What follows belongs to an exercise in optimizing a design on an open flow for small area and a short achievable clock period; a production flow would make more cautious choices.
Only simulation tests tie the RTL to the original design; equivalence was not proved.
Power and IR drop assume default switching activity.

==> flow/design.v, too long to show whole: its modules and the start of the top module <==
// module TempVerilogMultiplier: 2515 lines
module TempVerilogMultiplier(
    input clk,
    input reset,
    input en,
    input [31:0] in0,
    input [31:0] in1,
    input [31:0] in2,
    input signedOp,
    output [63:0] out0,
    output [63:0] out0Pre
    );
  // ...
==> flow/flow/run.sh <==
#!/bin/bash
# Own layout flow: the standard ORFS flow with two changes:
#  - synthesis runs Yosys's synth with -noabc (in addition to -nofsm -noshare), so the
#    carry-save adder cells written in the RTL reach extract_fa as written (no inverters
#    between full adders); the final ABC mapping of the remaining logic is unchanged.
#  - port buffers are plain sky130_fd_sc_hd__buf_1 cells instead of the default choice.
set -euo pipefail
HERE=$(pwd)
sed 's/yosys synth -nofsm -noshare/yosys synth -nofsm -noshare -noabc/' synth_recipe.tcl > my_synth.tcl
EXTRA=()
if [[ -f flow/extra_make_args ]]; then
  while IFS= read -r line; do [[ -n "$line" ]] && EXTRA+=("$line"); done < flow/extra_make_args
fi
bash standard.sh SYNTH_SCRIPT="$HERE/my_synth.tcl" \
  "BUFFER_PORTS_ARGS=-buffer_cell sky130_fd_sc_hd__buf_1" "${EXTRA[@]}" finish > standard_flow.log 2>&1
==> flow/standard.sh <==
#!/bin/bash
# synth_recipe.tcl (not shown) runs the flow's synth.tcl, then flattens the netlist and writes it again
# the make line also repeats each setting of config.mk as NAME=value (left out here)
make -C /OpenROAD-flow-scripts/flow DESIGN_CONFIG=/design/flow/config.mk WORK_HOME=/design/flow/orfs CLKGATE_MAP_FILE= SYNTH_SCRIPT=/design/flow/synth_recipe.tcl "${@:-finish}"
==> flow/config.mk <==
export PLATFORM = sky130hd
export DESIGN_NAME = TempVerilogMultiplier
export DESIGN_NICKNAME = TempVerilogMultiplier
export VERILOG_FILES = /design/flow/design.v
export SDC_FILE = /design/flow/constraint.sdc
export NUM_CORES = 4
export LEC_CHECK = 0
export CAP_MARGIN = 20
export CORE_MARGIN = 2
export CORE_UTILIZATION = 40
export CTS_CLUSTER_DIAMETER = 150
export CTS_CLUSTER_SIZE = 30
export SETUP_SLACK_MARGIN = 1.0
export SLEW_MARGIN = 20
==> flow/constraint.sdc <==
create_clock -name core_clock -period 5.6 [get_ports {clk}]
set_input_delay 1.1200 -clock core_clock [delete_from_list [all_inputs] [get_ports {clk}]]
set_output_delay 1.1200 -clock core_clock [all_outputs]
set_load 0.01 [all_outputs]
==> out/qor.csv, run 1 <==
stage,metric,value,unit
sta,Period minus WS final,4.600,ns
status,status,timing/DRC/antenna clean,
finish,final cell count without fillers,3638,
sta,final hold viol count,0,
min_path,hold path depth,0,
placed_design,DP Wirelength,70760,um
sta,worst-margin pin slew,1.011,ns
route,TritonRoute pass-1 iters,6,
synth,Synth Flop Type,dfxtp_1,
floorplan,Die H,269.3,um
worst_setup_path,Crit path max-delay family,adder cells,
worst_setup_path,"Req. time, crit path",6.04,ns
floorplan,DIE WIDTH,269.3,um
worst_setup_path,CP Depth,10,
synth,most frequent cell after synthesis,xnor2_1,
route,Top Layer Used,met4,
power_and_ir_drop,Psw,0.009393,W
finish,bufs w/o clock,351,
placed_design,I/O Buffers,193,
sta,Layout Skew,0.01569,ns
synth,top-area cell type share of the netlist area,22.96,%
power_and_ir_drop,Seq power,0.00406,W
synth,Post-Synth Adder-Cell Area,29.14,%
synth,Cells after Synth,2777,
finish,fillers,6709,
finish,most frequent cells in the layout,"376 x xnor2_1, 341 x a22o_1, 304 x a221oi_1, 304 x fa_1, 207 x dfxtp_1",
finish,multi-input logic portion of the cell area,67.78,%
min_path,sink of the worst hold path,result[2],
finish,clk cell area share,1.124,%
worst_setup_path,r2r setup slk,1.0,ns
sta,Max Freq,217.4,MHz
worst_setup_path,"Arr. time, crit path",5.04,ns
==> run 2, diff against run 1 <==
--- a/flow/design.v
+++ b/flow/design.v
@@ -1956,236 +1956,236 @@
   wire p1762 = s1605 ^ 1'b0;
   wire p1763 = s1614 ^ 1'b0;
   wire p1764 = s1620 ^ c1615;
   wire p1765 = s1626 ^ 1'b0;
   wire p1766 = s1632 ^ 1'b0;
   wire p1767 = s1635 ^ c1633;
   wire p1768 = s1638 ^ 1'b0;
   wire g1769 = g1657 | (p1713 & c1656);
-  wire g1770 = g1658 | (p1714 & g1769);
-  wire g1771 = g1660 | (p1716 & g1659);
-  wire g1772 = g1662 | (p1718 & g1661);
-  wire g1773 = g1664 | (p1720 & g1663);
-  wire g1774 = g1666 | (p1722 & g1665);
-  wire g1775 = g1668 | (p1724 & g1667);
-  wire g1776 = g1670 | (p1726 & g1669);
-  wire g1777 = g1672 | (p1728 & g1671);
-  wire g1778 = g1674 | (p1730 & g1673);
-  wire g1779 = g1676 | (p1732 & g1675);
-  wire g1780 = g1680 | (p1736 & g1679);
-  wire g1781 = g1682 | (p1738 & g1681);
-  wire g1782 = g1710 | (p1766 & g1709);
-  wire g1783 = g1712 | (p1768 & g1711);
-  wire p1784 = rp0 & rp1;
-  wire p1785 = rp2 & rp3;
-  wire p1786 = rp4 & rp5;
-  wire p1787 = rp6 & rp7;
-  wire p1788 = rp8 & rp9;
-  wire p1789 = rp10 & rp11;
-  wire p1790 = rp12 & rp13;
-  wire p1791 = rp14 & rp15;
-  wire p1792 = rp16 & rp17;
-  wire p1793 = rp18 & rp19;
-  wire p1794 = rp20 & rp21;
-  wire p1795 = rp22 & rp23;
-  wire p1796 = rp24 & rp25;
-  wire p1797 = rp26 & rp27;
-  wire p1798 = rp28 & rp29;
-  wire p1799 = rp30 & rp31;
-  wire p1800 = rp32 & rp33;
-  wire p1801 = rp34 & rp35;
-  wire p1802 = rp36 & rp37;
-  wire p1803 = rp38 & rp39;
-  wire p1804 = rp40 & rp41;
-  wire p1805 = rp42 & rp43;
-  wire p1806 = rp44 & rp45;
-  wire p1807 = rp46 & rp47;
-  wire p1808 = rp48 & rp49;
-  wire p1809 = rp50 & rp51;
-  wire p1810 = rp52 & rp53;
-  wire p1811 = rp54 & rp55;
-  wire g1812 = rg21 | (rp21 & rg20);
+  wire g1770 = g1660 | (p1716 & g1659);
+  wire g1771 = g1710 | (p1766 & g1709);
+  wire g1772 = g1712 | (p1768 & g1711);
+  wire p1773 = rp0 & rp1;
+  wire p1774 = rp2 & rp3;
+  wire p1775 = rp4 & rp5;
+  wire p1776 = rp6 & rp7;
+  wire p1777 = rp8 & rp9;
+  wire p1778 = rp10 & rp11;
+  wire p1779 = rp12 & rp13;
+  wire p1780 = rp14 & rp15;
+  wire p1781 = rp16 & rp17;
+  wire p1782 = rp18 & rp19;
+  wire p1783 = rp20 & rp21;
+  wire p1784 = rp22 & rp23;
+  wire p1785 = rp24 & rp25;
+  wire p1786 = rp26 & rp27;
+  wire p1787 = rp28 & rp29;
+  wire p1788 = rp30 & rp31;
+  wire p1789 = rp32 & rp33;
+  wire p1790 = rp34 & rp35;
+  wire p1791 = rp36 & rp37;
+  wire p1792 = rp38 & rp39;
+  wire p1793 = rp40 & rp41;
+  wire p1794 = rp42 & rp43;
+  wire p1795 = rp44 & rp45;
+  wire p1796 = rp46 & rp47;
+  wire p1797 = rp48 & rp49;
+  wire p1798 = rp50 & rp51;
+  wire p1799 = rp52 & rp53;
+  wire p1800 = rp54 & rp55;
+  wire g1801 = rg1 | (rp1 & rg0);
+  wire g1802 = rg5 | (rp5 & rg4);
+  wire g1803 = rg7 | (rp7 & rg6);
+  wire g1804 = rg9 | (rp9 & rg8);
+  wire g1805 = rg11 | (rp11 & rg10);
+  wire g1806 = rg13 | (rp13 & rg12);
+  wire g1807 = rg15 | (rp15 & rg14);
+  wire g1808 = rg17 | (rp17 & rg16);
+  wire g1809 = rg19 | (rp19 & rg18);
+  wire g1810 = rg21 | (rp21 & rg20);
+  wire g1811 = rg23 | (rp23 & rg22);
+  wire g1812 = rg25 | (rp25 & rg24);
   wire g1813 = rg27 | (rp27 & rg26);
   wire g1814 = rg29 | (rp29 & rg28);
   wire g1815 = rg31 | (rp31 & rg30);
   wire g1816 = rg33 | (rp33 & rg32);
   wire g1817 = rg35 | (rp35 & rg34);
   wire g1818 = rg37 | (rp37 & rg36);
   wire g1819 = rg39 | (rp39 & rg38);
   wire g1820 = rg41 | (rp41 & rg40);
   wire g1821 = rg43 | (rp43 & rg42);
   wire g1822 = rg45 | (rp45 & rg44);
   wire g1823 = rg47 | (rp47 & rg46);
   wire g1824 = rg49 | (rp49 & rg48);
   wire g1825 = rg51 | (rp51 & rg50);
-  wire g1826 = rg2 | (rp2 & rg1);
-  wire p1827 = rp2 & p1784;
-  wire g1828 = rg3 | (p1785 & rg1);
-  wire p1829 = p1785 & p1784;
-  wire g1830 = rg6 | (rp6 & rg5);
-  wire p1831 = rp6 & p1786;
-  wire g1832 = rg7 | (p1787 & rg5);
-  wire p1833 = p1787 & p1786;
-  wire g1834 = rg10 | (rp10 & rg9);
-  wire p1835 = rp10 & p1788;
-  wire g1836 = rg11 | (p1789 & rg9);
-  wire p1837 = p1789 & p1788;
-  wire g1838 = rg14 | (rp14 & rg13);
-  wire p1839 = rp14 & p1790;
-  wire g1840 = rg15 | (p1791 & rg13);
-  wire p1841 = p1791 & p1790;
-  wire g1842 = rg18 | (rp18 & rg17);
-  wire p1843 = rp18 & p1792;
-  wire g1844 = rg19 | (p1793 & rg17);
-  wire p1845 = p1793 & p1792;
-  wire g1846 = rg22 | (rp22 & g1812);
-  wire p1847 = rp22 & p1794;
-  wire g1848 = rg23 | (p1795 & g1812);
-  wire p1849 = p1795 & p1794;
-  wire g1850 = rg26 | (rp26 & rg25);
-  wire p1851 = rp26 & p1796;
-  wire g1852 = g1813 | (p1797 & rg25);
-  wire p1853 = p1797 & p1796;
+  wire g1826 = rg2 | (rp2 & g1801);
+  wire p1827 = rp2 & p1773;
+  wire g1828 = rg3 | (p1774 & g1801);
+  wire p1829 = p1774 & p1773;
+  wire g1830 = rg6 | (rp6 & g1802);
+  wire p1831 = rp6 & p1775;
+  wire g1832 = g1803 | (p1776 & g1802);
+  wire p1833 = p1776 & p1775;
+  wire g1834 = rg10 | (rp10 & g1804);
+  wire p1835 = rp10 & p1777;
+  wire g1836 = g1805 | (p1778 & g1804);
+  wire p1837 = p1778 & p1777;
+  wire g1838 = rg14 | (rp14 & g1806);
+  wire p1839 = rp14 & p1779;
+  wire g1840 = g1807 | (p1780 & g1806);
+  wire p1841 = p1780 & p1779;
+  wire g1842 = rg18 | (rp18 & g1808);
+  wire p1843 = rp18 & p1781;
+  wire g1844 = g1809 | (p1782 & g1808);
+  wire p1845 = p1782 & p1781;
+  wire g1846 = rg22 | (rp22 & g1810);
+  wire p1847 = rp22 & p1783;
+  wire g1848 = g1811 | (p1784 & g1810);
+  wire p1849 = p1784 & p1783;
+  wire g1850 = rg26 | (rp26 & g1812);
+  wire p1851 = rp26 & p1785;
+  wire g1852 = g1813 | (p1786 & g1812);
+  wire p1853 = p1786 & p1785;
   wire g1854 = rg30 | (rp30 & g1814);
-  wire p1855 = rp30 & p1798;
-  wire g1856 = g1815 | (p1799 & g1814);
-  wire p1857 = p1799 & p1798;
+  wire p1855 = rp30 & p1787;
+  wire g1856 = g1815 | (p1788 & g1814);
+  wire p1857 = p1788 & p1787;
   wire g1858 = rg34 | (rp34 & g1816);
-  wire p1859 = rp34 & p1800;
-  wire g1860 = g1817 | (p1801 & g1816);
-  wire p1861 = p1801 & p1800;
+  wire p1859 = rp34 & p1789;
+  wire g1860 = g1817 | (p1790 & g1816);
+  wire p1861 = p1790 & p1789;
   wire g1862 = rg38 | (rp38 & g1818);
-  wire p1863 = rp38 & p1802;
-  wire g1864 = g1819 | (p1803 & g1818);
-  wire p1865 = p1803 & p1802;
+  wire p1863 = rp38 & p1791;
+  wire g1864 = g1819 | (p1792 & g1818);
+  wire p1865 = p1792 & p1791;
   wire g1866 = rg42 | (rp42 & g1820);
-  wire p1867 = rp42 & p1804;
-  wire g1868 = g1821 | (p1805 & g1820);
-  wire p1869 = p1805 & p1804;
+  wire p1867 = rp42 & p1793;
+  wire g1868 = g1821 | (p1794 & g1820);
+  wire p1869 = p1794 & p1793;
   wire g1870 = rg46 | (rp46 & g1822);
-  wire p1871 = rp46 & p1806;
-  wire g1872 = g1823 | (p1807 & g1822);
-  wire p1873 = p1807 & p1806;
+  wire p1871 = rp46 & p1795;
+  wire g1872 = g1823 | (p1796 & g1822);
+  wire p1873 = p1796 & p1795;
   wire g1874 = rg50 | (rp50 & g1824);
-  wire p1875 = rp50 & p1808;
-  wire g1876 = g1825 | (p1809 & g1824);
-  wire p1877 = p1809 & p1808;
+  wire p1875 = rp50 & p1797;
+  wire g1876 = g1825 | (p1798 & g1824);
+  wire p1877 = p1798 & p1797;
   wire g1878 = rg54 | (rp54 & rg53);
-  wire p1879 = rp54 & p1810;
-  wire g1880 = rg55 | (p1811 & rg53);
-  wire p1881 = p1811 & p1810;
+  wire p1879 = rp54 & p1799;
+  wire g1880 = rg55 | (p1800 & rg53);
+  wire p1881 = p1800 & p1799;
   wire g1882 = rg4 | (rp4 & g1828);
   wire p1883 = rp4 & p1829;
-  wire g1884 = rg5 | (p1786 & g1828);
-  wire p1885 = p1786 & p1829;
+  wire g1884 = g1802 | (p1775 & g1828);
+  wire p1885 = p1775 & p1829;
   wire g1886 = g1830 | (p1831 & g1828);
   wire p1887 = p1831 & p1829;
   wire g1888 = g1832 | (p1833 & g1828);
   wire p1889 = p1833 & p1829;
   wire g1890 = rg12 | (rp12 & g1836);
   wire p1891 = rp12 & p1837;
-  wire g1892 = rg13 | (p1790 & g1836);
-  wire p1893 = p1790 & p1837;
+  wire g1892 = g1806 | (p1779 & g1836);
+  wire p1893 = p1779 & p1837;
   wire g1894 = g1838 | (p1839 & g1836);
   wire p1895 = p1839 & p1837;
   wire g1896 = g1840 | (p1841 & g1836);
   wire p1897 = p1841 & p1837;
   wire g1898 = rg20 | (rp20 & g1844);
   wire p1899 = rp20 & p1845;
-  wire g1900 = g1812 | (p1794 & g1844);
-  wire p1901 = p1794 & p1845;
+  wire g1900 = g1810 | (p1783 & g1844);
+  wire p1901 = p1783 & p1845;
   wire g1902 = g1846 | (p1847 & g1844);
   wire p1903 = p1847 & p1845;
   wire g1904 = g1848 | (p1849 & g1844);
   wire p1905 = p1849 & p1845;
   wire g1906 = rg28 | (rp28 & g1852);
   wire p1907 = rp28 & p1853;
-  wire g1908 = g1814 | (p1798 & g1852);
-  wire p1909 = p1798 & p1853;
+  wire g1908 = g1814 | (p1787 & g1852);
+  wire p1909 = p1787 & p1853;
   wire g1910 = g1854 | (p1855 & g1852);
   wire p1911 = p1855 & p1853;
   wire g1912 = g1856 | (p1857 & g1852);
   wire p1913 = p1857 & p1853;
   wire g1914 = rg36 | (rp36 & g1860);
   wire p1915 = rp36 & p1861;
-  wire g1916 = g1818 | (p1802 & g1860);
-  wire p1917 = p1802 & p1861;
+  wire g1916 = g1818 | (p1791 & g1860);
+  wire p1917 = p1791 & p1861;
   wire g1918 = g1862 | (p1863 & g1860);
   wire p1919 = p1863 & p1861;
   wire g1920 = g1864 | (p1865 & g1860);
   wire p1921 = p1865 & p1861;
   wire g1922 = rg44 | (rp44 & g1868);
   wire p1923 = rp44 & p1869;
-  wire g1924 = g1822 | (p1806 & g1868);
-  wire p1925 = p1806 & p1869;
+  wire g1924 = g1822 | (p1795 & g1868);
+  wire p1925 = p1795 & p1869;
   wire g1926 = g1870 | (p1871 & g1868);
   wire p1927 = p1871 & p1869;
   wire g1928 = g1872 | (p1873 & g1868);
   wire p1929 = p1873 & p1869;
   wire g1930 = rg52 | (rp52 & g1876);
   wire p1931 = rp52 & p1877;
-  wire g1932 = rg53 | (p1810 & g1876);
-  wire p1933 = p1810 & p1877;
+  wire g1932 = rg53 | (p1799 & g1876);
+  wire p1933 = p1799 & p1877;
   wire g1934 = g1878 | (p1879 & g1876);
   wire p1935 = p1879 & p1877;
   wire g1936 = g1880 | (p1881 & g1876);
   wire p1937 = p1881 & p1877;
   wire g1938 = rg8 | (rp8 & g1888);
   wire p1939 = rp8 & p1889;
-  wire g1940 = rg9 | (p1788 & g1888);
-  wire p1941 = p1788 & p1889;
+  wire g1940 = g1804 | (p1777 & g1888);
+  wire p1941 = p1777 & p1889;
   wire g1942 = g1834 | (p1835 & g1888);
   wire p1943 = p1835 & p1889;
   wire g1944 = g1836 | (p1837 & g1888);
   wire p1945 = p1837 & p1889;
   wire g1946 = g1890 | (p1891 & g1888);
   wire p1947 = p1891 & p1889;
   wire g1948 = g1892 | (p1893 & g1888);
   wire p1949 = p1893 & p1889;
   wire g1950 = g1894 | (p1895 & g1888);
   wire p1951 = p1895 & p1889;
   wire g1952 = g1896 | (p1897 & g1888);
   wire p1953 = p1897 & p1889;
   wire g1954 = rg24 | (rp24 & g1904);
   wire p1955 = rp24 & p1905;
-  wire g1956 = rg25 | (p1796 & g1904);
-  wire p1957 = p1796 & p1905;
+  wire g1956 = g1812 | (p1785 & g1904);
+  wire p1957 = p1785 & p1905;
   wire g1958 = g1850 | (p1851 & g1904);
   wire p1959 = p1851 & p1905;
   wire g1960 = g1852 | (p1853 & g1904);
   wire p1961 = p1853 & p1905;
   wire g1962 = g1906 | (p1907 & g1904);
   wire p1963 = p1907 & p1905;
   wire g1964 = g1908 | (p1909 & g1904);
   wire p1965 = p1909 & p1905;
   wire g1966 = g1910 | (p1911 & g1904);
   wire p1967 = p1911 & p1905;
   wire g1968 = g1912 | (p1913 & g1904);
   wire p1969 = p1913 & p1905;
   wire g1970 = rg40 | (rp40 & g1920);
   wire p1971 = rp40 & p1921;
-  wire g1972 = g1820 | (p1804 & g1920);
-  wire p1973 = p1804 & p1921;
+  wire g1972 = g1820 | (p1793 & g1920);
+  wire p1973 = p1793 & p1921;
   wire g1974 = g1866 | (p1867 & g1920);
   wire p1975 = p1867 & p1921;
   wire g1976 = g1868 | (p1869 & g1920);
   wire p1977 = p1869 & p1921;
   wire g1978 = g1922 | (p1923 & g1920);
   wire p1979 = p1923 & p1921;
   wire g1980 = g1924 | (p1925 & g1920);
   wire p1981 = p1925 & p1921;
   wire g1982 = g1926 | (p1927 & g1920);
   wire p1983 = p1927 & p1921;
   wire g1984 = g1928 | (p1929 & g1920);
   wire p1985 = p1929 & p1921;
   wire g1986 = rg16 | (rp16 & g1952);
   wire p1987 = rp16 & p1953;
-  wire g1988 = rg17 | (p1792 & g1952);
-  wire p1989 = p1792 & p1953;
+  wire g1988 = g1808 | (p1781 & g1952);
+  wire p1989 = p1781 & p1953;
   wire g1990 = g1842 | (p1843 & g1952);
   wire p1991 = p1843 & p1953;
   wire g1992 = g1844 | (p1845 & g1952);
   wire p1993 = p1845 & p1953;
   wire g1994 = g1898 | (p1899 & g1952);
   wire p1995 = p1899 & p1953;
   wire g1996 = g1900 | (p1901 & g1952);
   wire p1997 = p1901 & p1953;
@@ -2206,34 +2206,34 @@
   wire g2012 = g1964 | (p1965 & g1952);
   wire p2013 = p1965 & p1953;
   wire g2014 = g1966 | (p1967 & g1952);
   wire p2015 = p1967 & p1953;
   wire g2016 = g1968 | (p1969 & g1952);
   wire p2017 = p1969 & p1953;
   wire g2018 = rg48 | (rp48 & g1984);
   wire p2019 = rp48 & p1985;
-  wire g2020 = g1824 | (p1808 & g1984);
-  wire p2021 = p1808 & p1985;
+  wire g2020 = g1824 | (p1797 & g1984);
+  wire p2021 = p1797 & p1985;
   wire g2022 = g1874 | (p1875 & g1984);
   wire p2023 = p1875 & p1985;
   wire g2024 = g1876 | (p1877 & g1984);
   wire p2025 = p1877 & p1985;
   wire g2026 = g1930 | (p1931 & g1984);
   wire p2027 = p1931 & p1985;
   wire g2028 = g1932 | (p1933 & g1984);
   wire p2029 = p1933 & p1985;
   wire g2030 = g1934 | (p1935 & g1984);
   wire p2031 = p1935 & p1985;
   wire g2032 = g1936 | (p1937 & g1984);
   wire p2033 = p1937 & p1985;
   wire g2034 = rg32 | (rp32 & g2016);
   wire p2035 = rp32 & p2017;
-  wire g2036 = g1816 | (p1800 & g2016);
-  wire p2037 = p1800 & p2017;
+  wire g2036 = g1816 | (p1789 & g2016);
+  wire p2037 = p1789 & p2017;
   wire g2038 = g1858 | (p1859 & g2016);
   wire p2039 = p1859 & p2017;
   wire g2040 = g1860 | (p1861 & g2016);
   wire p2041 = p1861 & p2017;
   wire g2042 = g1914 | (p1915 & g2016);
   wire p2043 = p1915 & p2017;
   wire g2044 = g1916 | (p1917 & g2016);
   wire p2045 = p1917 & p2017;
@@ -2270,17 +2270,17 @@
   wire g2076 = g2028 | (p2029 & g2016);
   wire p2077 = p2029 & p2017;
   wire g2078 = g2030 | (p2031 & g2016);
   wire p2079 = p2031 & p2017;
   wire g2080 = g2032 | (p2033 & g2016);
   wire p2081 = p2033 & p2017;
   wire sum2082 = rp0 ^ rcin;
   wire sum2083 = rp1 ^ rg0;
-  wire sum2084 = rp2 ^ rg1;
+  wire sum2084 = rp2 ^ g1801;
   wire sum2085 = rp3 ^ g1826;
   wire sum2086 = rp4 ^ g1828;
   wire sum2087 = rp5 ^ g1882;
   wire sum2088 = rp6 ^ g1884;
   wire sum2089 = rp7 ^ g1886;
   wire sum2090 = rp8 ^ g1888;
   wire sum2091 = rp9 ^ g1938;
   wire sum2092 = rp10 ^ g1940;
@@ -2395,65 +2395,65 @@
     plo3 <= s1647;
     plo4 <= s1649;
     plo5 <= s1651;
     plo6 <= s1653;
     plo7 <= s1655;
     rp0 <= p1713;
     rg0 <= g1769;
     rp1 <= p1714;
-    rg1 <= g1770;
+    rg1 <= g1658;
     rp2 <= p1715;
     rg2 <= g1659;
     rp3 <= p1716;
-    rg3 <= g1771;
+    rg3 <= g1770;
     rp4 <= p1717;
     rg4 <= g1661;
     rp5 <= p1718;
-    rg5 <= g1772;
+    rg5 <= g1662;
     rp6 <= p1719;
     rg6 <= g1663;
     rp7 <= p1720;
-    rg7 <= g1773;
+    rg7 <= g1664;
     rp8 <= p1721;
     rg8 <= g1665;
     rp9 <= p1722;
-    rg9 <= g1774;
+    rg9 <= g1666;
     rp10 <= p1723;
     rg10 <= g1667;
     rp11 <= p1724;
-    rg11 <= g1775;
+    rg11 <= g1668;
     rp12 <= p1725;
     rg12 <= g1669;
     rp13 <= p1726;
-    rg13 <= g1776;
+    rg13 <= g1670;
     rp14 <= p1727;
     rg14 <= g1671;
     rp15 <= p1728;
-    rg15 <= g1777;
+    rg15 <= g1672;
     rp16 <= p1729;
     rg16 <= g1673;
     rp17 <= p1730;
-    rg17 <= g1778;
+    rg17 <= g1674;
     rp18 <= p1731;
     rg18 <= g1675;
     rp19 <= p1732;
-    rg19 <= g1779;
+    rg19 <= g1676;
     rp20 <= p1733;
     rg20 <= g1677;
     rp21 <= p1734;
     rg21 <= g1678;
     rp22 <= p1735;
     rg22 <= g1679;
     rp23 <= p1736;
-    rg23 <= g1780;
+    rg23 <= g1680;
     rp24 <= p1737;
     rg24 <= g1681;
     rp25 <= p1738;
-    rg25 <= g1781;
+    rg25 <= g1682;
     rp26 <= p1739;
     rg26 <= g1683;
     rp27 <= p1740;
     rg27 <= g1684;
     rp28 <= p1741;
     rg28 <= g1685;
     rp29 <= p1742;
     rg29 <= g1686;
@@ -2499,17 +2499,17 @@
     rg49 <= g1706;
     rp50 <= p1763;
     rg50 <= g1707;
     rp51 <= p1764;
     rg51 <= g1708;
     rp52 <= p1765;
     rg52 <= g1709;
     rp53 <= p1766;
-    rg53 <= g1782;
+    rg53 <= g1771;
     rp54 <= p1767;
     rg54 <= g1711;
     rp55 <= p1768;
-    rg55 <= g1783;
+    rg55 <= g1772;
     rcin <= c1656;
     result <= out0Pre;
   end
 endmodule
--- a/flow/config.mk
+++ b/flow/config.mk
@@ -5,10 +5,11 @@
 export SDC_FILE = /design/flow/constraint.sdc
 export NUM_CORES = 4
 export LEC_CHECK = 0
 export CAP_MARGIN = 20
 export CORE_MARGIN = 2
 export CORE_UTILIZATION = 40
 export CTS_CLUSTER_DIAMETER = 150
 export CTS_CLUSTER_SIZE = 30
+export PLACE_DENSITY = 0.7
 export SETUP_SLACK_MARGIN = 1.0
 export SLEW_MARGIN = 20
==> run 2 against run 1 <==
Effect of this change: final area shrank 0.49%; sequential share of layout area is essentially flat; routed wire length shrank 4.7%; fmax shrank 0.43%; global-route usage shrank 1.5 points; still clean; register-to-register slack lost 0.02 ns; non-clock buffer count shrank 7; sequential cell count shrank 1; setup slack lost 0.020 ns; first-iteration DRC count grew 10%; sequential power is essentially flat.
==> out/qor.csv, run 2 <==
stage,metric,value,unit,change
status,status,timing/DRC/antenna clean,,unchanged
sta,worst-margin pin slew,1.002,ns,was 1.011 ns
floorplan,Die H,269.7,um,was 269.3 um
sta,fin crit share,82.51,%,was 82.15%
finish,area delta synth->final,7.052,%,was 7.913%
finish,multi-input combinational cell area,20540,um2,was 20600 um2
clock_tree,clock-pin slew on the worst setup and hold paths,0.11,ns,about the same
placed_design,dpl cell area,29360,um2,was 29410 um2
synth,Cells after Synth,2783,,was 2777
worst_setup_path,crit path to,rp38,,unchanged
power_and_ir_drop,leakage,11.40,nW,was 11.39 nW
synth,Synth Flop Type,dfxtp_1,,unchanged
placed_design,"worst slack, placed",0.8206,ns,was 0.7458 ns
sta,Max Transition Viols Final,0,,unchanged
finish,Biggest register,result,,unchanged
synth,Synth area leader,fa_1,,unchanged
route,Top Layer Used,met4,,unchanged
power_and_ir_drop,P per Cell Area,653.9,nW/um2,was 656.6 nW/um2
floorplan,Starting Density,40.34,%,was 40.28%
floorplan,row cnt,97,,unchanged
synth,most frequent cell after synthesis,xnor2_1,,unchanged
worst_setup_path,nature of the critical path startpoint,register,,unchanged
worst_setup_path,"Req. time, crit path",6.03,ns,was 6.04 ns
route,Met2 Wirelength,38020,um,was 41660 um
sta,Layout Skew,0.02358,ns,was 0.01569 ns
clock_tree,Clock Tree Root,clkbuf_16,,unchanged
grt,GRT Total Usage,24.89,%,was 26.40%
route,DRT Wirelength,93500,um,was 98160 um
clock_tree,H-tree depth,1,,unchanged
worst_setup_path,r2r setup slk,0.98,ns,was 1.0 ns
floorplan,Die Area,72760,um2,was 72540 um2
finish,final instance area,30240,um2,was 30390 um2
synth,post-synthesis cell area,28250,um2,was 28160 um2
synth,top-area cell type share of the netlist area,22.89,%,was 22.96%
worst_setup_path,crit path from,x3r[10],,was bm1_10
finish,"most common cell after layout, fill and taps aside",xnor2_1,,unchanged
sta,Setup TNS,0,ns,unchanged
worst_setup_path,Critical Path Fanout Max,12,,was 25
floorplan,Top-Level Pins,228,,unchanged
placed_design,routability-driven placement congestion ratio,1.013,,was 0.9469
synth,"EDFF count, synth",0,,unchanged
sta,Max Freq,216.4,MHz,was 217.4 MHz
sta,final hold viol count,0,,unchanged
synth,Mapped Avg Cell Area,10.15,um2,was 10.14 um2
grt,largest net degree at the start of global routing,36,,was 37
synth,YS warnings,1,,unchanged
sta,RSZ-0062 raised after global routing,true,,unchanged
route,met1 wire length,36020,um,was 39430 um
worst_setup_path,Crit Reg-Reg Endpoint,rp38,,unchanged
worst_setup_path,crit end category,register,,unchanged
floorplan,DIE WIDTH,269.7,um,was 269.3 um
finish,most frequent cells in the layout,"371 x xnor2_1, 342 x a22o_1, 329 x a221oi_1, 311 x fa_1, 221 x dfxtp_1",,"was 376 x xnor2_1, 341 x a22o_1, 304 x a221oi_1, 304 x fa_1, 207 x dfxtp_1"
placed_design,DP Wirelength,65680,um,was 70760 um
grt,gr ovfl total,0,,unchanged
worst_setup_path,RR Startpoint,x3r[10],,was bm1_10
finish,layout cells sized above 1,10.74,%,was 12.31%
synth,"FFs w/ async S/R, synth",0,%,unchanged
route,vias per cell,6.466,,was 6.409
min_path,Worst Hold Class,reg -> reg,,unchanged
sta,Period minus WS final,4.620,ns,was 4.600 ns
route,WL per Instance,25.65,um,was 26.98 um
placed_design,DP Cell Count,3613,,was 3615
synth,Synth cell types,58,,was 51
route,TritonRoute pass-1 iters,8,,was 6
clock_tree,clock sink count,283,,was 284
placed_design,I/O Buffers,193,,unchanged
run,Max-cap violations,0,,unchanged
synth,Yosys reg bits,283,,was 284
synth,total nets after synthesis,3346,,was 3339
finish,final core occ,43.18,%,was 43.47%
synth,most area-consuming cells after synthesis,"fa_1 23%, dfxtp_1 20%, xnor2_1 12%, a22o_1 11%, a221oi_1 11%",,"was fa_1 23%, dfxtp_1 20%, xnor2_1 12%, a221oi_1 11%, a22o_1 11%"
grt,initial antenna violation count,2,,unchanged
route,Final ANT Viol Nets,0,,unchanged
power_and_ir_drop,peak supply drop,470.4,uV,was 478.2 uV
finish,Largest register FFs,64,,unchanged
route,Remaining DRCs,0,,unchanged
worst_setup_path,crit path kind,reg -> reg,,unchanged
route,metal3 WL,14510,um,was 13000 um
synth,post-synthesis sequential area ratio,20.06,%,was 20.19%
sta,Slew HR,33.18,%,was 32.60%
finish,final cell count without fillers,3645,,was 3638
clock_tree,CTS Buf Count,14,,was 13
grt,vias in the first global route,23140,,was 23300
sta,final worst slack,0.9796,ns,was 0.9995 ns
finish,biggest regs,"result (64), x3r (33), xr (32)",,unchanged
worst_setup_path,"Arr. time, crit path",5.05,ns,was 5.04 ns
route,number of DRC markers in iteration 0,3608,,was 3272
floorplan,Core Box Area,70030,um2,was 69910 um2
finish,nets,3260,,unchanged
clock_tree,cts hold-fix bufs,0,,unchanged
grt,first-pass GRT wire length,141200,um,was 148300 um
finish,area occupied by registers,5771,um2,was 5802 um2
synth,commonest cells in the netlist,"375 x xnor2_1, 356 x clkbuf_1, 343 x a22o_1",,"was 379 x xnor2_1, 355 x clkbuf_1, 342 x a221oi_1, 342 x a22o_1, 323 x fa_1"
clock_tree,worst skew pair latency,0.55,ns,about the same
finish,fillers,6642,,was 6709
clock_tree,CTS tree,built,,unchanged
route,via count,23570,,was 23320
sta,final setup violation count,0,,unchanged
worst_setup_path,reg2reg path depth,10,,unchanged
clock_tree,maximum clock insertion buffer count,3,,unchanged
==> run 2: changes by cell type after synthesis, moves of 4 or more <==
| cell | change |
|---|---|
| xnor2_1 | -4 |
| nor2_1 | -5 |
| o21ai_0 | -8 |
| a21o_1 | +5 |
| a31oi_1 | +5 |
| and2_1 | +4 |
| inv_1 | -4 |
| or2_2 | +5 |
| a21oi_1 | -6 |
==> run 2: per-layer routing <==
metal  global-route usage [%]  vias up
met3                    11.45      461
met2                    35.99     1919
met4                    10.63        0
li1                         -     9860
met5                        0        -
met1                    31.81    11330
==> run 2: how the worst min path moves through the flow <==
stage	to	cells after the start	start	slack, ns
3_3_place_gp	result[7]	0	plo7	0.33
5_1_grt	result[1]	0	plo1	0.36
2_1_floorplan	result[0]	0	plo0	0.33
3_5_place_dp	result[7]	0	plo7	0.34
6_report	result[1]	0	plo1	0.36
4_1_cts	result[7]	0	plo7	0.36
==> run 2: final cells by class <==
| class | instances | share of cell area (%) |
|---|---|---|
| multi-input cells | 1962 | 67.93 |
| flip-flops and latches | 283 | 19.08 |
| repair buffers | 344 | 6.496 |
| well taps | 940 | 3.889 |
| clock buffers | 15 | 1.241 |
| inverters | 92 | 1.142 |
| clock inverters | 4 | 0.1779 |
| diodes | 5 | 0.04138 |
==> run 2: critical path, stage by stage, from the launching register on <==
cell and delay (ns):
dfxtp_1 0.85, a22o_1 0.25, a221oi_1 0.06, xnor2_1 0.27
fa_1 0.49, fa_1 0.42, fa_1 0.50, fa_2 0.47
fa_1 0.46, fa_1 0.41, ha_1 0.30
==> run 2: power by group <==
group	internal, W	total (W)	leakage (nW)	switching, W
registers	0.00322	0.00405	2.39	0.000833
clock network	0.000509	0.00122	0.211	0.000713
logic	0.00669	0.0145	8.80	0.00781
total	0.0104	0.0198	11.4	0.00936
==> run 2: logic make-up (layout without fill, tap and decap cells) <==
family | count (synthesis) | after routing | synth area share, %
flip-flops | 283 | 283 | 20.06
adder cells (fa/ha/maj) | 463 | 463 | 29.09
buffers and inverters | 538 | 455 | 7.999
AND/OR/NAND/NOR | 189 | 189 | 3.158
AO/OA/AOI/OAI | 854 | 854 | 25.56
XOR/XNOR | 456 | 456 | 14.14
other | 0 | 5 | 0
==> run 2: repair_timing <==
action	4_1_cts	5_1_grt
buffers inserted	3	5
hold endpoints to repair	0	0
pin swaps	1	12
cloned	0	0
resized for setup	32	84
setup endpoints to repair	41	54
==> run 2: through the flow <==
step / total power, W / hold slack [ns]
2_1_floorplan: 0.01446 / 0.3319
3_3_place_gp: 0.01787 / 0.3339
3_5_place_dp: 0.01845 / 0.3374
4_1_cts: 0.01984 / 0.3579
5_1_grt: 0.02254 / 0.3638
6_report: 0.01977 / 0.3562
==> run 3, diff against run 2 <==
--- a/flow/config.mk
+++ b/flow/config.mk
@@ -11,5 +11,4 @@
 export CTS_CLUSTER_DIAMETER = 150
 export CTS_CLUSTER_SIZE = 30
-export PLACE_DENSITY = 0.7
 export SETUP_SLACK_MARGIN = 1.0
 export SLEW_MARGIN = 20
==> run 3 against run 2 <==
Effect of this change: combinational power is essentially flat; clock power shrank 7%; largest power group unchanged; non-clock buffer count up 7.
==> out/qor.csv, run 3 <==
stage,metric,value,unit,change
sta,Layout Skew,0.02800,ns,was 0.02358 ns
run,Max-cap violations,0,,unchanged
synth,Synth cell types,58,,unchanged
worst_setup_path,"Req. time, crit path",6.02,ns,was 6.03 ns
synth,Cells after Synth,2783,,unchanged
route,Remaining DRCs,0,,unchanged
power_and_ir_drop,peak supply drop,385.0,uV,was 470.4 uV
sta,Max Transition Viols Final,0,,unchanged
synth,"FFs w/ async S/R, synth",0,%,unchanged
status,status,timing/DRC/antenna clean,,unchanged
synth,post-synthesis cell area,28250,um2,unchanged
worst_setup_path,Crit Reg-Reg Endpoint,rp27,,was rp38
synth,most area-consuming cells after synthesis,"fa_1 23%, dfxtp_1 20%, xnor2_1 12%, a22o_1 11%, a221oi_1 11%",,unchanged
clock_tree,H-tree depth,1,,unchanged
sta,Max Freq,218.7,MHz,was 216.4 MHz
sta,Slew HR,36.05,%,was 33.18%
finish,final cell count without fillers,3650,,was 3645
finish,Largest register FFs,64,,unchanged
synth,top-area cell type share of the netlist area,22.89,%,unchanged
clock_tree,maximum clock insertion buffer count,3,,unchanged
grt,largest net degree at the start of global routing,36,,unchanged
power_and_ir_drop,leakage,11.44,nW,was 11.40 nW
synth,post-synthesis sequential area ratio,20.06,%,unchanged
worst_setup_path,crit path kind,reg -> reg,,unchanged
worst_setup_path,r2r setup slk,1.03,ns,was 0.98 ns
synth,YS warnings,1,,unchanged
worst_setup_path,nature of the critical path startpoint,register,,unchanged
route,WL per Instance,26.76,um,was 25.65 um
worst_setup_path,slowest CP cell,dfxtp_1,,unchanged
route,number of DRC markers in iteration 0,2650,,was 3608
clock_tree,CTS Buf Count,13,,was 14
sta,final worst slack,1.028,ns,was 0.9796 ns
sta,RSZ-0062 raised after global routing,true,,unchanged
placed_design,routability-driven placement congestion ratio,0.9229,,was 1.013
worst_setup_path,Critical Path Fanout Max,11,,was 12
clock_tree,Clock Tree Root,clkbuf_16,,unchanged
worst_setup_path,"Arr. time, crit path",5.00,ns,was 5.05 ns
synth,Synth area leader,fa_1,,unchanged
synth,commonest cells in the netlist,"375 x xnor2_1, 356 x clkbuf_1, 343 x a22o_1",,unchanged
clock_tree,clock-pin slew on the worst setup and hold paths,0.11,ns,about the same
min_path,hold path depth,0,,unchanged
sta,final hold viol count,0,,unchanged
worst_setup_path,RR Startpoint,x3r[12],,was x3r[10]
synth,Mapped Avg Cell Area,10.15,um2,unchanged
floorplan,DIE WIDTH,269.7,um,unchanged
finish,area delta synth->final,7.419,%,was 7.052%
floorplan,Top-Level Pins,228,,unchanged
min_path,Worst Hold Class,reg -> reg,,unchanged
clock_tree,clock sink count,283,,unchanged
floorplan,Core Box Area,70030,um2,unchanged
sta,Period minus WS final,4.572,ns,was 4.620 ns
finish,Biggest register,result,,unchanged
sta,fin crit share,81.65,%,was 82.51%
finish,nets,3266,,was 3260
synth,Synth Flop Type,dfxtp_1,,unchanged
synth,total nets after synthesis,3346,,unchanged
synth,most frequent cell after synthesis,xnor2_1,,unchanged
worst_setup_path,worst path cell trace,"a22o_1, a221oi_1, xnor2_1, fa_1, fa_2, fa_1, fa_1, fa_1, fa_1, ha_1",,"was a22o_1, a221oi_1, xnor2_1, fa_1, fa_1, fa_1, fa_2, fa_1, fa_1, ha_1"
grt,GRT Total Usage,26.09,%,was 24.89%
route,TritonRoute pass-1 iters,6,,was 8
grt,initial antenna violation count,5,,was 2
sta,Min Hold Slack,0.3544,ns,was 0.3562 ns
worst_setup_path,Max stage delay on crit path,0.86,ns,was 0.85 ns
placed_design,DP Wirelength,70840,um,was 65680 um
min_path,sink of the worst hold path,result[7],,was result[1]
finish,biggest regs,"result (64), x3r (33), xr (32)",,unchanged
placed_design,DP Cell Count,3620,,was 3613
route,vias per cell,6.389,,was 6.466
finish,final core occ,43.33,%,was 43.18%
min_path,worst hold start,plo7,,was plo1
placed_design,I/O Buffers,193,,unchanged
finish,most frequent cells in the layout,"368 x xnor2_1, 342 x a22o_1, 324 x a221oi_1, 310 x fa_1, 210 x dfxtp_1",,"was 371 x xnor2_1, 342 x a22o_1, 329 x a221oi_1, 311 x fa_1, 221 x dfxtp_1"
route,via count,23320,,was 23570
floorplan,Starting Density,40.34,%,unchanged
grt,vias in the first global route,23310,,was 23140
placed_design,"worst slack, placed",0.7298,ns,was 0.8206 ns
worst_setup_path,reg2reg path depth,10,,unchanged
worst_setup_path,crit end category,register,,unchanged
floorplan,Die H,269.7,um,unchanged
clock_tree,CTS tree,built,,unchanged
sta,Setup TNS,0,ns,unchanged
floorplan,Die Area,72760,um2,unchanged
route,DRT Wirelength,97660,um,was 93500 um
floorplan,row cnt,97,,unchanged
route,Final ANT Viol Nets,0,,unchanged
finish,layout cells sized above 1,11.57,%,was 10.74%
synth,"EDFF count, synth",0,,unchanged
finish,"most common cell after layout, fill and taps aside",xnor2_1,,unchanged
power_and_ir_drop,P per Cell Area,644.1,nW/um2,was 653.9 nW/um2
worst_setup_path,Most Frequent Cell on Critical Path,fa_1,,unchanged
grt,gr ovfl total,0,,unchanged
clock_tree,worst skew pair latency,0.55,ns,about the same
sta,final setup violation count,0,,unchanged
synth,Yosys reg bits,283,,unchanged
grt,first-pass GRT wire length,147400,um,was 141200 um
sta,worst-margin pin slew,0.9592,ns,was 1.002 ns
run 3: cell counts after synthesis:
No cell type changed its count.
run 3: critical path: cells and delay by family, from the launching register on:
kind,cells,cell delay [ns]
flops,1,0.86
compound gates,2,0.31
xor+xnor,1,0.19
fa+ha+maj,7,3.09
run 3: power breakdown:
part	leakage, nW	internal [W]	switching, W
clock network	0.189	0.000472	0.000670
logic	8.87	0.00668	0.00766
registers	2.39	0.00322	0.000849
total	11.4	0.0104	0.00918
run 3: worst max path at each step:
stage                  from     endpoint  slack (ns)  depth (start not counted)
CTS                   bm1_3         rp41        0.93                         13
global route            rg0  out0Pre[41]        0.96                         13
finish              x3r[12]         rp27        1.03                         10
floorplan             bm3_2         rp38        1.16                         13
global placement      bm3_3         rp41        0.72                         11
detailed placement    bm3_3         rp41        0.73                         11
run 3: logic make-up (layout without fill, tap and decap cells):
group,Yosys count,count (layout),synth area share [%]
other,0,5,0
adders and majority gates,463,463,29.09
xor gates and xnor gates,456,456,14.14
AOI/OAI and AO/OA,854,854,25.56
DFF,283,283,20.06
buffers and inverters,538,460,7.999
and+or+nand+nor,189,189,3.158
run 3: layout make-up:
cell class,count,area [um2]
timing repair buffer,351,2041
fill,6761,39680
clock buffer,16,366.6
sequential,283,5789
multi-input combinational,1962,20600
inverter,92,345.3
tap,940,1176
clock inverter,1,16.27
antenna,5,12.51
run 3: what timing repair did:
item                       CTS  global route
setup endpoints to repair   50            45
setup buffers                4             4
hold buffers                 0             0
pin swaps                    4             6
resized for setup           35           112
run 3: routing by layer:
metal	track usage, %	vias up	routed length, um
met3	8.389	308	13050
met4	9.342	4	3759
met2	37.88	1637	40330
met5	1.842	-	183
li1	-	9871	-
met1	36.04	11500	40330
run 3: stage by stage:
| stage | power (W) | area [um2] |
|---|---|---|
| global placement | 0.01804 | 29420 |
| global route | 0.02247 | 30340 |
| CTS | 0.01979 | 29920 |
| detailed placement | 0.01847 | 29420 |
| finish | 0.01955 | 30340 |
| floorplan | 0.01446 | 28250 |
==> run 4, diff against run 3 <==
--- a/flow/config.mk
+++ b/flow/config.mk
@@ -11,4 +11,4 @@
 export CTS_CLUSTER_DIAMETER = 150
 export CTS_CLUSTER_SIZE = 30
-export SETUP_SLACK_MARGIN = 1.0
+export SETUP_SLACK_MARGIN = 1.1
 export SLEW_MARGIN = 20
==> run 4 against run 3 <==
Effect of this change: still clean on timing, DRC and antenna; clock skew shrank 0.0043 ns; total power up 1.3%; first-iteration DRC count is 2.6% lower; worst hold slack about the same; sequential share of layout area shrank 0.17 points; clock power about the same; combinational power about the same; highest routed layer unchanged.
==> out/qor.csv, run 4 <==
stage,metric,value,unit,change
min_path,Worst Hold Class,reg -> reg,,unchanged
clock_tree,cts hold-fix bufs,0,,unchanged
route,DRT Wirelength,98370,um,was 97660 um
worst_setup_path,Critical Path Fanout Max,11,,unchanged
worst_setup_path,"Arr. time, crit path",4.88,ns,was 5.00 ns
finish,nets,3287,,was 3266
power_and_ir_drop,Psw,0.009275,W,was 0.009176 W
sta,Slew HR,41.52,%,was 36.05%
synth,total nets after synthesis,3346,,unchanged
grt,first-pass GRT wire length,147900,um,was 147400 um
floorplan,Top-Level Pins,228,,unchanged
power_and_ir_drop,Overall Power,0.01980,W,was 0.01955 W
route,number of DRC markers in iteration 0,2582,,was 2650
worst_setup_path,"Req. time, crit path",6.03,ns,was 6.02 ns
finish,Largest register FFs,64,,unchanged
worst_setup_path,worst path cell trace,"a22o_1, a221oi_1, xnor2_1, fa_1, fa_2, fa_1, fa_1, fa_1, fa_1, ha_1",,unchanged
sta,Max Transition Viols Final,0,,unchanged
synth,YS warnings,1,,unchanged
worst_setup_path,crit end category,register,,unchanged
sta,worst-margin pin slew,0.8772,ns,was 0.9592 ns
clock_tree,CTS tree,built,,unchanged
placed_design,"worst slack, placed",0.7298,ns,unchanged
clock_tree,clock-pin slew on the worst setup and hold paths,0.11,ns,about the same
clock_tree,CTS Buf Count,13,,unchanged
placed_design,I/O Buffers,193,,unchanged
route,WL per Instance,26.81,um,was 26.76 um
grt,gr ovfl total,0,,unchanged
sta,Layout Skew,0.02371,ns,was 0.02800 ns
worst_setup_path,CP Depth,10,,unchanged
synth,post-synthesis cell area,28250,um2,unchanged
power_and_ir_drop,leakage,11.66,nW,was 11.44 nW
sta,Period minus WS final,4.454,ns,was 4.572 ns
finish,biggest regs,"result (64), x3r (33), xr (32)",,unchanged
clock_tree,worst skew pair latency,0.55,ns,about the same
synth,post-synthesis sequential area ratio,20.06,%,unchanged
worst_setup_path,crit path kind,reg -> reg,,unchanged
power_and_ir_drop,Sequential Power Share,20.6,%,was 20.8%
floorplan,row cnt,97,,unchanged
synth,top-area cell type share of the netlist area,22.89,%,unchanged
floorplan,Die H,269.7,um,unchanged
grt,vias in the first global route,23430,,was 23310
power_and_ir_drop,clock network fraction of total power,5.8,%,about the same
grt,GRT Total Usage,26.17,%,was 26.09%
finish,final instance area,30950,um2,was 30340 um2
grt,initial antenna violation count,4,,was 5
synth,"FFs w/ async S/R, synth",0,%,unchanged
route,vias per cell,6.361,,was 6.389
synth,commonest cells in the netlist,"375 x xnor2_1, 356 x clkbuf_1, 343 x a22o_1",,unchanged
clock_tree,clock sink count,283,,unchanged
worst_setup_path,nature of the critical path startpoint,register,,unchanged
grt,largest net degree at the start of global routing,36,,unchanged
worst_setup_path,r2r setup slk,1.15,ns,was 1.03 ns
clock_tree,Clock Tree Root,clkbuf_16,,unchanged
route,Final ANT Viol Nets,0,,unchanged
synth,Mapped Avg Cell Area,10.15,um2,unchanged
sta,final hold viol count,0,,unchanged
route,via count,23340,,was 23320
sta,final worst slack,1.146,ns,was 1.028 ns
worst_setup_path,Max stage delay on crit path,0.62,ns,was 0.86 ns
synth,most area-consuming cells after synthesis,"fa_1 23%, dfxtp_1 20%, xnor2_1 12%, a22o_1 11%, a221oi_1 11%",,unchanged
floorplan,Core Box Area,70030,um2,unchanged
run,Max-cap violations,0,,unchanged
finish,layout cells sized above 1,15.08,%,was 11.57%
sta,fin crit share,79.53,%,was 81.65%
synth,"EDFF count, synth",0,,unchanged
clock_tree,maximum clock insertion buffer count,3,,unchanged
power_and_ir_drop,Sw Ratio,46.85,%,was 46.95%
power_and_ir_drop,peak supply drop,399.3,uV,was 385.0 uV
placed_design,routability-driven placement congestion ratio,0.9229,,unchanged
finish,area delta synth->final,9.581,%,was 7.419%
sta,Max Freq,224.5,MHz,was 218.7 MHz
floorplan,DIE WIDTH,269.7,um,unchanged
route,Remaining DRCs,0,,unchanged
worst_setup_path,slowest CP cell,fa_1,,was dfxtp_1
finish,"most common cell after layout, fill and taps aside",xnor2_1,,unchanged
synth,most frequent cell after synthesis,xnor2_1,,unchanged
power_and_ir_drop,internal power,0.01052,W,was 0.01037 W
floorplan,Die Area,72760,um2,unchanged
finish,most frequent cells in the layout,"364 x xnor2_1, 342 x a22o_1, 295 x a221oi_1, 288 x fa_1, 201 x dfxtp_1",,"was 368 x xnor2_1, 342 x a22o_1, 324 x a221oi_1, 310 x fa_1, 210 x dfxtp_1"
synth,Yosys reg bits,283,,unchanged
clock_tree,H-tree depth,1,,unchanged
route,TritonRoute pass-1 iters,7,,was 6
placed_design,dpl cell area,29420,um2,unchanged
status,status,timing/DRC/antenna clean,,unchanged
synth,Synth area leader,fa_1,,unchanged
worst_setup_path,reg2reg path depth,10,,unchanged
finish,Biggest register,result,,unchanged
synth,Synth cell types,58,,unchanged
worst_setup_path,Crit path max-delay family,adder cells,,unchanged
min_path,hold path depth,0,,unchanged
power_and_ir_drop,P per Cell Area,639.5,nW/um2,was 644.1 nW/um2
worst_setup_path,CP bufs+invs,0,,unchanged
worst_setup_path,Most Frequent Cell on Critical Path,fa_1,,unchanged
floorplan,Starting Density,40.34,%,unchanged
sta,RSZ-0062 raised after global routing,true,,unchanged
sta,final setup violation count,0,,unchanged
synth,Synth Flop Type,dfxtp_1,,unchanged
sta,Setup TNS,0,ns,unchanged
power_and_ir_drop,Logic pwr share,73.6,%,was 73.4%
synth,Cells after Synth,2783,,unchanged
placed_design,DP Wirelength,70840,um,unchanged
## run 4: logic make-up (layout without fill, tap and decap cells)
family	count (synthesis)	after routing	synth area share [%]
XOR/XNOR	456	456	14.14
other	0	3	0
AND/OR/NAND/NOR	189	189	3.158
buffers and inverters	538	481	7.999
AO/OA/AOI/OAI	854	854	25.56
flip-flops	283	283	20.06
adder cells (fa/ha/maj)	463	463	29.09
## run 4: final timing paths
path,to,startpoint
worst max register to register,rp27,x3r[26]
worst min register to register,result[7],plo7
worst max-delay path,rp27,x3r[26]
worst min-delay path,result[7],plo7
## run 4: power by group through the flow
stage | Combinational (W) | Clock (W) | Sequential, W
2_1_floorplan | 0.0108 | 0 | 0.00368
3_3_place_gp | 0.0140 | 0 | 0.00401
3_5_place_dp | 0.0144 | 0 | 0.00404
4_1_cts | 0.0147 | 0.00119 | 0.00401
5_1_grt | 0.0173 | 0.00126 | 0.00412
6_report | 0.0146 | 0.00114 | 0.00407
## run 4: worst reg2reg max path: cells and delay by family, from the launching register on
kind	cells	cell delay, ns
adder cells (fa/ha/maj)	7	3.21
AO/OA/AOI/OAI	2	0.51
flip-flops	1	0.48
XOR/XNOR	1	0.16
## run 4: per-layer routing
layer | vias up | routed length, um | share of wire (%) | global-route usage [%]
li1 | 9910 | - | - | -
met1 | 11530 | 40470 | 41 | 35.91
met2 | 1579 | 40630 | 41 | 38.02
met3 | 316 | 13200 | 13 | 8.540
met4 | 4 | 3963 | 4.0 | 9.912
met5 | - | 106 | 0.11 | 0.9868
## run 4: area by class of cell
| cell class | count | area (um2) |
|---|---|---|
| Fill cell | 6693 | 39070 |
| Multi-Input combinational cell | 1962 | 20940 |
| Sequential cell | 283 | 5853 |
| Timing Repair Buffer | 372 | 2246 |
| Tap cell | 940 | 1176 |
| Clock buffer | 16 | 366.6 |
| Inverter | 92 | 345.3 |
| Clock inverter | 1 | 16.27 |
| Antenna cell | 3 | 7.507 |
## run 4: metrics by stage
| step | instances | hold WS (ns) | utilization, % |
|---|---|---|---|
| 2_1_floorplan | 2783 | 0.3319 | - |
| 3_3_place_gp | 3620 | 0.3344 | 42.01 |
| 3_5_place_dp | 3620 | 0.3395 | 42.01 |
| 4_1_cts | 3648 | 0.3609 | 43.05 |
| 5_1_grt | 3669 | 0.3641 | 44.20 |
| 6_report | 3669 | 0.3545 | 44.20 |
## run 4: repair_timing
item / in CTS / in global routing
pin swaps: 8 / 29
endpoints found under the setup margin: 67 / 58
gates resized for setup: 92 / 158
buffers inserted: 11 / 17
gates cloned: 0 / 1

-- what the ideal ports hide --
The results above use ideal ports. As a check the final layouts listed here were re-extracted and re-timed, cells and wires unchanged.
Step 1 (the two cells are an assumption about what drives the block):
set clk [get_ports {clk}]
set_driving_cell -lib_cell sky130_fd_sc_hd__clkbuf_16 $clk
set_driving_cell -lib_cell sky130_fd_sc_hd__buf_2 [delete_from_list [all_inputs] $clk]
Step 2 moves the port delays by t, midway between the first and last clock arrival at a register: inputs arrive t later, outputs are due t later. That takes back most of the time a late clock gives input paths.
a / b / c = ideal ports / drivers / drivers and shift; a / b = the first two.
run	t, ns	slack for setup (ns)	latest minus earliest clock arrival (ns)	slew at the worst register clock pin (ns)
run 1	0.604	1.000 / 1.000 / 0.816	0.017 / 0.018	0.11 / 0.11
run 2	0.598	0.980 / 0.980 / 0.980	0.024 / 0.024	0.11 / 0.11
run 3	0.595	1.028 / 1.028 / 1.028	0.028 / 0.029	0.11 / 0.11
run 4	0.601	1.146 / 1.146 / 1.146	0.025 / 0.024	0.11 / 0.11
After both steps setup and hold are still met in every run listed. For run 1, which loses most, drivers alone change the setup slack by 0.000 ns; drivers and shift together by -0.184 ns.
